From an optimization exercise on the open Yosys and OpenROAD flow, aimed at small area, a short achievable clock period and few clock cycles per item; shortcuts taken in it are not production practice. Only simulation tests tie the RTL to the original design; equivalence was not proved.

==> inputs of run F <==
==> flow/design.v (excerpt) <==
module MyDesign
(
	input  wire        go,
	output reg         busy,
	input  wire        reset,
	input  wire        clk,
	output reg  [15:0] write_data,
	output wire [11:0] write_address,
	output reg         write_enable,
	output wire [11:0] read_input_address,
	input  wire [15:0] read_input_data,
	output wire [11:0] read_weight_address,
	input  wire [15:0] read_weight_data
);
	localparam S_IDLE = 2'd0, S_RUN = 2'd1, S_FLUSH = 2'd2, S_TAIL = 2'd3;
	reg [1:0]  st;
	reg        bub;         
	reg [4:0]  pd;          
	reg [3:0]  gd;          
	reg        f0;          
	reg        wfl;         
	reg [4:0]  K;           
	reg [4:0]  Kn;          
	reg        endn;        
	reg [9:0]  XB;          
	reg [9:0]  IA;
	reg [11:0] WA;
	reg [6:0]  dW;          
	reg [5:0]  ckh;         
	reg [6:0]  cL;          
	reg [6:0]  cS;          
	reg [11:0] OC;
	assign read_input_address  = {2'b00, IA};
	assign read_weight_address = WA;
	assign write_address       = OC;
	wire       sg    = K[0];                  
	wire [3:0] h     = K[4:1];                
	wire [3:0] hn    = Kn[4:1];
  ...
make LEC_CHECK=0 CAP_MARGIN=20 CORE_MARGIN=2 CORE_UTILIZATION=65 CTS_BUF_LIST=sky130_fd_sc_hd__clkbuf_16 CTS_CLUSTER_DIAMETER=80 CTS_CLUSTER_SIZE=32 SETUP_SLACK_MARGIN=4.05 SLEW_MARGIN=20 finish   # period 6.5 ns
run.sh (not shown) runs the stock make flow with config.mk's settings and CLKGATE_MAP_FILE= SYNTH_SCRIPT=/design/flow/synth_recipe.tcl, a recipe that flattens the netlist after the stock synthesis.
==> inputs of run K, as changes to run F <==
--- a/flow/config.mk
+++ b/flow/config.mk
@@ -12,4 +12,4 @@
 export CTS_CLUSTER_DIAMETER = 80
 export CTS_CLUSTER_SIZE = 32
-export SETUP_SLACK_MARGIN = 4.05
+export SETUP_SLACK_MARGIN = 3.95
 export SLEW_MARGIN = 20
==> qor summary <==
Worst-case setup margin in the final layout: run F 4021 ps; run K 3978 ps
Fin util: run F 74.74%; run K 73.73%
Sort of element at the end of the critical path: run F flip-flop; run K output pin
Share of final-layout standard cells stronger than drive strength 1: run F 14.78%; run K 10.88%
Worst path slowest cell: run F dfrtp_4; run K dfxtp_2
Post-route cell area: run F 19310 sq um; run K 19050 sq um
Status: run F no timing/DRC/antenna violations; run K no timing/DRC/antenna violations
Area fraction of clock buffers and clock inverters: run F 2.702%; run K 2.956%
Tmin final: run F 2479 ps; run K 2522 ps
Wire length the detailed router placed on met1: run F 16.17 mm; run K 15.85 mm
Clock transition at path regs: run F 110 ps; run K 120 ps
Buffer count from post-CTS setup fixing: run F 28; run K 15
Remaining max-slew budget at the tightest pin: run F 46.56%; run K 46.01%
Starting DRC count in detailed routing: run F 834; run K 765
Number of cells on the critical path: run F 10; run K 1
Total of plain and repair buffers excluding clock buffers: run F 140; run K 122
HPWL reported at the end of detailed placement: run F 28.09 mm; run K 28.09 mm
Final cell count without fillers: run F 2033; run K 2017
Cell Area, Placed: run F 18020 sq um; run K 17990 sq um
Clock buffers: run F 17; run K 19
Period utilisation layout: run F 38.13%; run K 38.79%
Testbench counts of run F, summed over its fixed seeds: cycles 11,427, macs 85,808.
Testbench counts of run K, summed over its fixed seeds: cycles 11,427, macs 85,808.

========
==> wip/sierra: inputs <==
Another version of the RTL of MyDesign (not shown whole).
==> flow/config.mk <==
export PLATFORM = sky130hd
export DESIGN_NAME = MyDesign
export DESIGN_NICKNAME = MyDesign
export VERILOG_FILES = /design/flow/design.v
export SDC_FILE = /design/flow/constraint.sdc
export NUM_CORES = 4
export LEC_CHECK = 0
export CAP_MARGIN = 20
export CORE_MARGIN = 2
export CORE_UTILIZATION = 40
export SETUP_SLACK_MARGIN = 4.0
export SLEW_MARGIN = 20
==> flow/constraint.sdc <==
create_clock -name core_clock -period 6.5 [get_ports {clk}]
set_input_delay 1.3000 -clock core_clock [delete_from_list [all_inputs] [get_ports {clk}]]
set_output_delay 1.3000 -clock core_clock [all_outputs]
set_load 0.01 [all_outputs]
==> wip/harbor (differences from wip/sierra) <==
--- a/flow/design.v
+++ b/flow/design.v
@@ -21,16 +21,16 @@
 	reg        wfl;         
 	reg [4:0]  K;           
 	reg [4:0]  Kn;          
 	reg        endn;        
 	reg [9:0]  XB;          
-	reg [9:0]  XBN;         
 	reg [9:0]  IA;
 	reg [11:0] WA;
 	reg [6:0]  dW;          
 	reg [5:0]  ckh;         
 	reg [6:0]  cL;          
+	reg [6:0]  cS;          
 	reg [11:0] OC;
 	assign read_input_address  = {2'b00, IA};
 	assign read_weight_address = WA;
 	assign write_address       = OC;
 	wire       sg    = K[0];                  
@@ -100,10 +100,11 @@
 		end
 	end
 	wire [3:0] hp = read_input_data[6:3];
 	always @(posedge clk) begin
 		ckh <= K + {1'b0, h};
+		cS  <= {{1'b0, K} + {1'b0, Kn}, 1'b1};
 		cL  <= sg ? {3'd0, hn} - {3'd0, h} + 7'd1 : {3'd0, hn} + 7'd2;
 	end
 	always @(posedge clk) begin
 		WA    <= WA + {{5{dW[6]}}, dW};
 		dW    <= dW_n;
@@ -114,11 +115,10 @@
 		IA    <= 10'd0;
 		case (st)
 			S_IDLE: begin
 				K   <= read_input_data[6:2];
 				XB  <= 10'd1;
-				XBN <= {4'b0, read_input_data[6:2] + 5'd1, 1'b0};
 				IA  <= go ? {4'b0, read_input_data[6:2], 1'b1} : 10'd0;
 				WA  <= 12'd1 + {8'b0, hp};
 				dW  <= -{3'd0, hp};
 				wfl <= 1'b0;
 				lastp <= 1'b0;
@@ -128,13 +128,12 @@
 				else if (lastp) gd <= gd - 4'd1;
 				if (lastp) wfl <= 1'b1;
 				if (~rel)       IA <= IA + 10'd1;
 				else if (~bub & lastl) begin
 					K   <= Kn;
-					XB  <= XBN;
-					XBN <= XBN + {4'b0, Kn, 1'b1};
-					IA  <= XBN + {4'b0, Kn, 1'b0};
+					XB  <= XB + {4'b0, K, 1'b1};
+					IA  <= XB + {3'b0, cS};
 				end else
 					IA <= XB;
 			end
 			S_FLUSH: pd <= 5'd0;
 			default: pd <= pd + 5'd1;
==> flow/flow/run.sh (new file) <==
#!/bin/bash
export BUFFER_PORTS_ARGS="-buffer_cell sky130_fd_sc_hd__buf_4"
cp standard.sh standard_sh_copy.log
bash standard.sh > standard.log 2>&1
==> flow/standard.sh (new file) <==
#!/bin/bash
# synth_recipe.tcl (not shown) runs the flow's synth.tcl, then flattens the netlist and writes it again
# the make line also repeats each setting of config.mk as NAME=value (left out here)
make -C /OpenROAD-flow-scripts/flow DESIGN_CONFIG=/design/flow/config.mk WORK_HOME=/design/flow/orfs CLKGATE_MAP_FILE= SYNTH_SCRIPT=/design/flow/synth_recipe.tcl "${@:-finish}"
--- a/flow/config.mk
+++ b/flow/config.mk
@@ -5,8 +5,11 @@
 export SDC_FILE = /design/flow/constraint.sdc
 export NUM_CORES = 4
 export LEC_CHECK = 0
 export CAP_MARGIN = 20
 export CORE_MARGIN = 2
-export CORE_UTILIZATION = 40
+export CORE_UTILIZATION = 65
+export CTS_BUF_LIST = sky130_fd_sc_hd__clkbuf_16
+export CTS_CLUSTER_DIAMETER = 80
+export CTS_CLUSTER_SIZE = 32
 export SETUP_SLACK_MARGIN = 4.0
 export SLEW_MARGIN = 20
removed: flow/run.sh
==> wip/maple (differences from wip/sierra) <==
--- a/flow/design.v
+++ b/flow/design.v
@@ -21,16 +21,16 @@
 	reg        wfl;         
 	reg [4:0]  K;           
 	reg [4:0]  Kn;          
 	reg        endn;        
 	reg [9:0]  XB;          
-	reg [9:0]  XBN;         
 	reg [9:0]  IA;
 	reg [11:0] WA;
 	reg [6:0]  dW;          
 	reg [5:0]  ckh;         
 	reg [6:0]  cL;          
+	reg [6:0]  cS;          
 	reg [11:0] OC;
 	assign read_input_address  = {2'b00, IA};
 	assign read_weight_address = WA;
 	assign write_address       = OC;
 	wire       sg    = K[0];                  
@@ -100,10 +100,11 @@
 		end
 	end
 	wire [3:0] hp = read_input_data[6:3];
 	always @(posedge clk) begin
 		ckh <= K + {1'b0, h};
+		cS  <= {{1'b0, K} + {1'b0, Kn}, 1'b1};
 		cL  <= sg ? {3'd0, hn} - {3'd0, h} + 7'd1 : {3'd0, hn} + 7'd2;
 	end
 	always @(posedge clk) begin
 		WA    <= WA + {{5{dW[6]}}, dW};
 		dW    <= dW_n;
@@ -114,11 +115,10 @@
 		IA    <= 10'd0;
 		case (st)
 			S_IDLE: begin
 				K   <= read_input_data[6:2];
 				XB  <= 10'd1;
-				XBN <= {4'b0, read_input_data[6:2] + 5'd1, 1'b0};
 				IA  <= go ? {4'b0, read_input_data[6:2], 1'b1} : 10'd0;
 				WA  <= 12'd1 + {8'b0, hp};
 				dW  <= -{3'd0, hp};
 				wfl <= 1'b0;
 				lastp <= 1'b0;
@@ -128,13 +128,12 @@
 				else if (lastp) gd <= gd - 4'd1;
 				if (lastp) wfl <= 1'b1;
 				if (~rel)       IA <= IA + 10'd1;
 				else if (~bub & lastl) begin
 					K   <= Kn;
-					XB  <= XBN;
-					XBN <= XBN + {4'b0, Kn, 1'b1};
-					IA  <= XBN + {4'b0, Kn, 1'b0};
+					XB  <= XB + {4'b0, K, 1'b1};
+					IA  <= XB + {3'b0, cS};
 				end else
 					IA <= XB;
 			end
 			S_FLUSH: pd <= 5'd0;
 			default: pd <= pd + 5'd1;
--- a/flow/config.mk
+++ b/flow/config.mk
@@ -5,8 +5,12 @@
 export SDC_FILE = /design/flow/constraint.sdc
 export NUM_CORES = 4
 export LEC_CHECK = 0
 export CAP_MARGIN = 20
 export CORE_MARGIN = 2
-export CORE_UTILIZATION = 40
+export CORE_UTILIZATION = 65
+export CTS_BUF_LIST = sky130_fd_sc_hd__clkbuf_16
+export CTS_CLUSTER_DIAMETER = 80
+export CTS_CLUSTER_SIZE = 32
+export GPL_TIMING_DRIVEN = 0
 export SETUP_SLACK_MARGIN = 4.0
 export SLEW_MARGIN = 20
==> summary.txt <==
Die
  – Die height: 210.5 µm

STA
  – Worst slew margin: 32.13%

Layout
  – Fraction of layout cells with a size suffix above 1: 12.85%
  – Final Core Density: 47.38%

Run status
  – Status: no timing/DRC/antenna violations
The numbers above come from wip/sierra.

==> summary.txt <==
Layout
  – #MultiIn Comb: 1,041
  – Final Core Density: 76.10%
  – Fraction of layout cells with a size suffix above 1: 14.16%

Place
  – Cell total after placement: 2,021

Die
  – Full die area: 27,460 µm²
  – Die height: 165.7 µm

Run status
  – Status: no timing/DRC/antenna violations
The numbers above come from wip/maple.

==> summary.txt <==
Run status
  – Status: no timing/DRC/antenna violations

Layout
  – Final Core Density: 73.11%
  – Fraction of layout cells with a size suffix above 1: 15.91%

Run
  – Max-cap violations: 0

Synth
  – Syn_area_per_cell: 10.63 µm²

Global routing
  – Vias in the first global route: 11,600
  – Gr ovfl total: 0

CTS
  – CTS tree: yes

Route
  – DRT antenna net count: 0
The numbers above come from wip/harbor.

Testbench counts of wip/sierra, summed over its fixed seeds: cycles 11,427, macs 85,808.
Testbench counts of wip/harbor, summed over its fixed seeds: cycles 11,427, macs 85,808.
Testbench counts of wip/maple, summed over its fixed seeds: cycles 11,427, macs 85,808.

==> re-timing with driven ports <==
Ports are ideal in the flow. The routed layouts listed here were re-timed in OpenROAD.
Step 1 (the two cells are an assumption about what drives the block):
set clk [get_ports {clk}]
set_driving_cell -lib_cell sky130_fd_sc_hd__clkbuf_16 $clk
set_driving_cell -lib_cell sky130_fd_sc_hd__buf_2 [delete_from_list [all_inputs] $clk]
Step 2 adds t to the input delays and takes it off the output delays; t is the mean of the earliest and latest rising clock arrival at the registers after step 1. Input paths then give back, and output paths get back, about the clock's delay inside the block.
Slacks: no drivers / after step 1 / after step 2; pairs: no drivers / after step 1.
run	t, ns	setup slack, ns	latest minus earliest clock arrival (ns)	worst register clock-pin slew, ns	worst data-port slew with drivers (ns)
run F	0.557	4.021 / 4.021 / 3.624	0.025 / 0.026	0.12 / 0.12	0.06
run K	0.561	3.978 / 3.930 / 3.651	0.024 / 0.023	0.12 / 0.12	0.05
wip/sierra	0.599	4.033 / 3.982 / 3.498	0.024 / 0.023	0.06 / 0.06	0.05
wip/harbor	0.569	4.004 / 4.004 / 4.004	0.025 / 0.025	0.12 / 0.12	0.07
wip/maple	0.566	3.846 / 3.846 / 3.539	0.014 / 0.013	0.12 / 0.12	0.06
After both steps every run listed still meets setup and hold. For wip/sierra, which loses most, drivers alone change the setup slack by -0.051 ns; drivers and shift together by -0.535 ns.
